This is an optimization exercise on Yosys and OpenROAD, whose aim is a short achievable clock period and few clock cycles, not a production implementation.
Where RTL was checked, it was by simulation tests only, not by an equivalence proof against the original.
Power and IR drop assume default switching activity.

onyx:
Design main, start of the top module:
module main(clk, rst, mem_rdata, mem_addr, mem_wdata, mem_we);
For scale: ~190 flip-flops, about 35 I/O pins, about 12,000 um2 of cells after synthesis.
Settings: LEC_CHECK=0, ABC_CLOCK_PERIOD_IN_PS=1800, CAP_MARGIN=20, CORE_MARGIN=2, CORE_UTILIZATION=40, GPL_TIMING_DRIVEN=1, SETUP_SLACK_MARGIN=3.6, SLEW_MARGIN=20, TNS_END_PERCENT=100; clock period 5.5 ns.
run.sh (not shown) runs the stock make flow with config.mk's settings and CLKGATE_MAP_FILE= SYNTH_SCRIPT=/design/flow/synth_recipe.tcl, a recipe that flattens the netlist after the stock synthesis.
Testbench counts of onyx, summed over its fixed seeds: cycles 89,804.
Input-level comparison between amber and onyx:
Settings: GPL_TIMING_DRIVEN no longer set, was 1; ABC_CLOCK_PERIOD_IN_PS no longer set, was 1800; TNS_END_PERCENT no longer set, was 100; SETUP_SLACK_MARGIN no longer set, was 3.6.
Notes after the runs:
Summary of amber over onyx: cell area dropped about 24%, total power of the final layout dropped 18%, setup slack dropped 0.80 ns, multi-input gate share of total cell area climbed 2.1 points, global-route usage dropped 3.9 points. Looking at amber and onyx, the placed cell count is a wash. Delta (amber minus onyx): largest driver fanout on the critical path +3; worst slack on hold paths dropped 0.010 ns.

---

main, a different RTL version from the one above (not shown whole).
Size in the first run: ~2100 cells after synthesis, roughly 340 flip-flops, about 35 I/O pins.
clock: 5.5 ns
lec_check: 0
abc_clock_period_in_ps: 1800
cap_margin: 20
core_margin: 2
core_utilization: 40
gpl_timing_driven: 1
setup_slack_margin: 3.6
slew_margin: 20
synth_hierarchical: 1
synth_minimum_keep_size: 0
tns_end_percent: 100
The baseline finished clean.
Change:
--- a/flow/config.mk
+++ b/flow/config.mk
@@ -13,5 +13,3 @@
 export SETUP_SLACK_MARGIN = 3.6
 export SLEW_MARGIN = 20
-export SYNTH_HIERARCHICAL = 1
-export SYNTH_MINIMUM_KEEP_SIZE = 0
 export TNS_END_PERCENT = 100
Via count is lower by 1.4%.
Total power rose by 7.2%.
Clock-buffer cell count is lower by 6.
First-iteration DRC count grows by 7.9%.
Area after synthesis decreases by 0.43%.
Setup slack improved by 0.13 ns.
Wire length goes up by 1.6%.
Sequential share of layout area increases by 0.23 points.
Worst hold slack gains 0.0059 ns.
Function was not checked in any run of this note: the RTL went through the layout flow alone.

---

run 1:
Another version of the RTL of main (not shown whole).
Size in the first run: ~2000 cells after synthesis, about 340 flip-flops, roughly 35 I/O pins, roughly 0.018 mm^2 of cells after synthesis.
make LEC_CHECK=0 ABC_CLOCK_PERIOD_IN_PS=1800 CAP_MARGIN=20 CORE_MARGIN=2 CORE_UTILIZATION=55 GPL_TIMING_DRIVEN=1 SETUP_SLACK_MARGIN=3.6 SLEW_MARGIN=20 TNS_END_PERCENT=100 finish   # period 5.5 ns
Run 1 went all the way through synthesis, placement and routing and the layout is clean on timing, DRC and antenna.
Testbench counts of run 1, summed over its fixed seeds: cycles 91,487.
[inputs] run 2 vs run 1
diff --git a/flow/config.mk b/flow/config.mk
--- a/flow/config.mk
+++ b/flow/config.mk
@@ -10,3 +10,3 @@
 export CORE_MARGIN = 2
-export CORE_UTILIZATION = 55
+export CORE_UTILIZATION = 30
 export GPL_TIMING_DRIVEN = 1
## What came out
- Looking at the reports, run 2 completed the entire flow and the layout it produced met the timing, DRC and antenna checks.
- On core region area, run 2 does worse than run 1.
- Per the comparison of run 2 with run 1, row count shows an increase of about 35%, largest incremental delay on the critical path now larger, pin count of the biggest net entering global routing went up, share of the clock period used by the worst path after layout rose by 1.5 points.
diff inputs: run 2 => run 3
diff --git a/flow/config.mk b/flow/config.mk
--- a/flow/config.mk
+++ b/flow/config.mk
@@ -10,3 +10,3 @@
 export CORE_MARGIN = 2
-export CORE_UTILIZATION = 30
+export CORE_UTILIZATION = 62
 export GPL_TIMING_DRIVEN = 1
Notes after the runs:
- Between run 2 and run 3, final non-filler cell area decreased.
- Run 2 has lower initial antenna violation count than run 3.
- Run 3 ended up with a lower number of buffers added for setup after CTS than run 2 did.
- Run 3 vs run 2, vias after detailed routing went up by 1365.
Changes in run 4 relative to run 3:
diff --git a/flow/config.mk b/flow/config.mk
--- a/flow/config.mk
+++ b/flow/config.mk
@@ -10,3 +10,3 @@
 export CORE_MARGIN = 2
-export CORE_UTILIZATION = 62
+export CORE_UTILIZATION = 48
 export GPL_TIMING_DRIVEN = 1
[summary]
Run 4 vs run 3 — cell area reported after detailed placement climbed slightly. Sequential share of layout area was higher in the run labelled run 3. Compared run 3 against run 4; post-cts hold buffer count within noise. Changes observed in run 4 relative to run 3: first-iteration DRC count has decreased, share of the clock period used by the worst path after layout has decreased. Summary: setup slack, run 4 better than run 3.

---

== v35 ==
Another version of the RTL of main (not shown whole).
Size in the first run: ~2,100 cells after synthesis, roughly 35 I/O pins, roughly 18,000 um^2 of cells after synthesis.
==> flow/config.mk <==
export PLATFORM = sky130hd
export DESIGN_NAME = main
export DESIGN_NICKNAME = main
export VERILOG_FILES = /design/flow/design.v
export SDC_FILE = /design/flow/constraint.sdc
export NUM_CORES = 4
export LEC_CHECK = 0
export ABC_CLOCK_PERIOD_IN_PS = 1800
export CAP_MARGIN = 20
export CORE_MARGIN = 2
export CORE_UTILIZATION = 40
export GPL_TIMING_DRIVEN = 1
export SETUP_SLACK_MARGIN = 3.3
export SLEW_MARGIN = 20
export TNS_END_PERCENT = 100
==> flow/constraint.sdc <==
create_clock -name core_clock -period 5.5 [get_ports {clk}]
set_input_delay 1.1000 -clock core_clock [delete_from_list [all_inputs] [get_ports {clk}]]
set_output_delay 1.1000 -clock core_clock [all_outputs]
set_load 0.01 [all_outputs]
#### Input delta (v39 over v35)
--- a/flow/config.mk
+++ b/flow/config.mk
@@ -12,3 +12,3 @@
 export GPL_TIMING_DRIVEN = 1
-export SETUP_SLACK_MARGIN = 3.3
+export SETUP_SLACK_MARGIN = 4.2
 export SLEW_MARGIN = 20
==> comparison <==
Changes observed in v39 relative to v35: minimum setup slack after placement grew by 0.16 ns; share of total power in the clock network went down 4.7 points; maximum frequency from static timing analysis down 12%; non-clock inverter instance count of the final layout rose about 16%; register fraction of the total cell area fell 6.9 points. Sort v39 and v35 by utilization asc -> top: v35. Setup slack: v39 less than v35.
Here is what was changed in the inputs of v51 compared with v39.
--- a/flow/config.mk
+++ b/flow/config.mk
@@ -12,3 +12,3 @@
 export GPL_TIMING_DRIVEN = 1
-export SETUP_SLACK_MARGIN = 4.2
+export SETUP_SLACK_MARGIN = 3.6
 export SLEW_MARGIN = 20
v51: flow completed, timing, DRC and antenna clean
Share of the clock period used by the worst path after layout for v51: 4.6 points down relative to v39
Comparing v51 and v39, sequential share of layout area is higher on v51.
Delta (v51 minus v39): hold slack went down 0.0057 ns; clock-cell share of area +0.88 points; aggregate negative setup slack was more or less identical.
Going from v39 to v51, power consumption shrank by a little under 10%.
[compare] base=v39 new=v51: number of fillers in the final layout up 22%, sum of routed wire length over all layers down about 23%, first-pass GRT wire length down 14,000 um.
Function was not checked in any run of this note: the RTL went through the layout flow alone.

---

Setup of red:
main, a different RTL version from the one above (not shown whole).
For scale: about 1600 cells after synthesis, roughly 35 I/O pins, roughly 16000 um^2 of cells after synthesis.
clock: 5.5 ns
lec_check: 0
abc_clock_period_in_ps: 1800
cap_margin: 20
core_margin: 2
core_utilization: 25
gpl_timing_driven: 1
place_density: 0.5
setup_slack_margin: 3.6
slew_margin: 20
tns_end_percent: 100
red ended with every stage complete and zero timing, DRC or antenna violations.
Testbench counts of red, summed over its fixed seeds: cycles 92,371.
## Diff of input files: blue against red
- CORE_UTILIZATION changed from 25 to 40
- PLACE_DENSITY removed (was 0.5)
Notes after the runs:
- NOTE final instance area red->blue decreased by a few percent
- Going from red to blue, fmax grows by 1.0%.
- Compared with red, the router placed more vias in blue.
- [compare] base=red new=blue: synthesized net count closely matched the old numbers, final standard cell utilization of the core rose by 18 points, logic depth of the worst setup path including buffers has increased, final worst slack went up by 0.024 ns.
- blue vs. red: switching portion of total power went up by 0.43 points.
- blue ended with more number of design-rule violations left by the first detailed-router iteration than red.
- Going from red to blue, combinational power share went down by 0.5 points; part of the power in registers went up by 1.3 points.

---

== exp/quartz ==
RTL: one of the versions met above, not the one the previous note started from.
For scale: ~2,000 cells after synthesis, roughly 340 flip-flops, ~35 I/O pins, roughly 18,000 µm² of cells after synthesis.
clock: 5.5 ns
lec_check: 0
abc_clock_period_in_ps: 1800
cap_margin: 20
core_margin: 2
core_utilization: 70
gpl_timing_driven: 1
setup_slack_margin: 3.6
slew_margin: 20
tns_end_percent: 100
exp/quartz: it failed during 5_1_grt, and the tool reported GRT-0232.
Testbench counts of exp/quartz, summed over its fixed seeds: cycles 91,487.
What exp/cedar does differently from exp/quartz at the input level:
Settings: changing CORE_UTILIZATION from 70 to 40.
Results
- exp/cedar ended with every stage complete and zero timing, DRC or antenna violations.
- Post-detailed-placement half-perimeter wirelength, exp/cedar and exp/quartz: lower on exp/quartz
- Diff exp/quartz -> exp/cedar: simple-gate area share of the yosys netlist was more or less identical, starting density of the core went down.
- exp/cedar improves on exp/quartz in worst setup timing slack at the placement stage.
- For floorplan die height, dividing the value from exp/quartz by the value from exp/cedar gives 0.76.
- Measured against each other, exp/cedar and exp/quartz differ in number of placed cells counting well taps, the higher figure coming from exp/cedar.
- Diff exp/quartz..exp/cedar | number of hold-repair buffers added at the cts stage | unchanged
- Diff exp/quartz..exp/cedar | count of boundary I/O pins | unchanged
- Summary of exp/cedar over exp/quartz: count of input and output buffers roughly the same, final weighted congestion in routability-driven placement lower, width of the die higher.

[re-timing with driven ports]
No port has a modelled driver above. Below, the same layouts with a new extraction and two added sets of constraints. Step 1, drivers: a clkbuf_16 drives clk and a buf_2 each remaining input, both assumed. Step 2 times the ports against the registers' clock, not the clock port: input delays grow and output delays shrink by t, the midpoint of the rising clock arrivals with the driver on. a / b / c = ideal / step 1 / step 2; a / b = the first two.
run	shift t [ns]	setup slack, ns	slew at the worst register clock pin (ns)
onyx	0.486	2.405 / 2.405 / 2.197	0.09 / 0.09
amber	0.487	1.609 / 1.609 / 1.143	0.08 / 0.08
the first run of note 2	0.611	2.967 / 2.967 / 2.693	0.07 / 0.07
the second run of note 2	0.610	3.102 / 3.102 / 2.837	0.07 / 0.07
run 1	0.577	3.312 / 3.312 / 2.981	0.07 / 0.07
run 2	0.602	3.229 / 3.229 / 2.908	0.07 / 0.07
run 3	0.585	3.041 / 3.041 / 2.820	0.07 / 0.07
run 4	0.624	3.225 / 3.225 / 2.863	0.07 / 0.07
v35	0.611	3.250 / 3.250 / 2.668	0.07 / 0.07
v39	0.647	2.953 / 2.953 / 2.769	0.07 / 0.07
v51	0.623	3.207 / 3.207 / 2.617	0.07 / 0.07
red	0.633	3.105 / 3.043 / 2.770	0.07 / 0.07
blue	0.635	3.129 / 3.077 / 2.669	0.07 / 0.07
exp/cedar	0.607	3.251 / 3.251 / 2.934	0.07 / 0.07
After both steps setup and hold are still met in every run listed. For v51, which loses most, drivers alone change the setup slack by 0.000 ns; drivers and shift together by -0.590 ns.
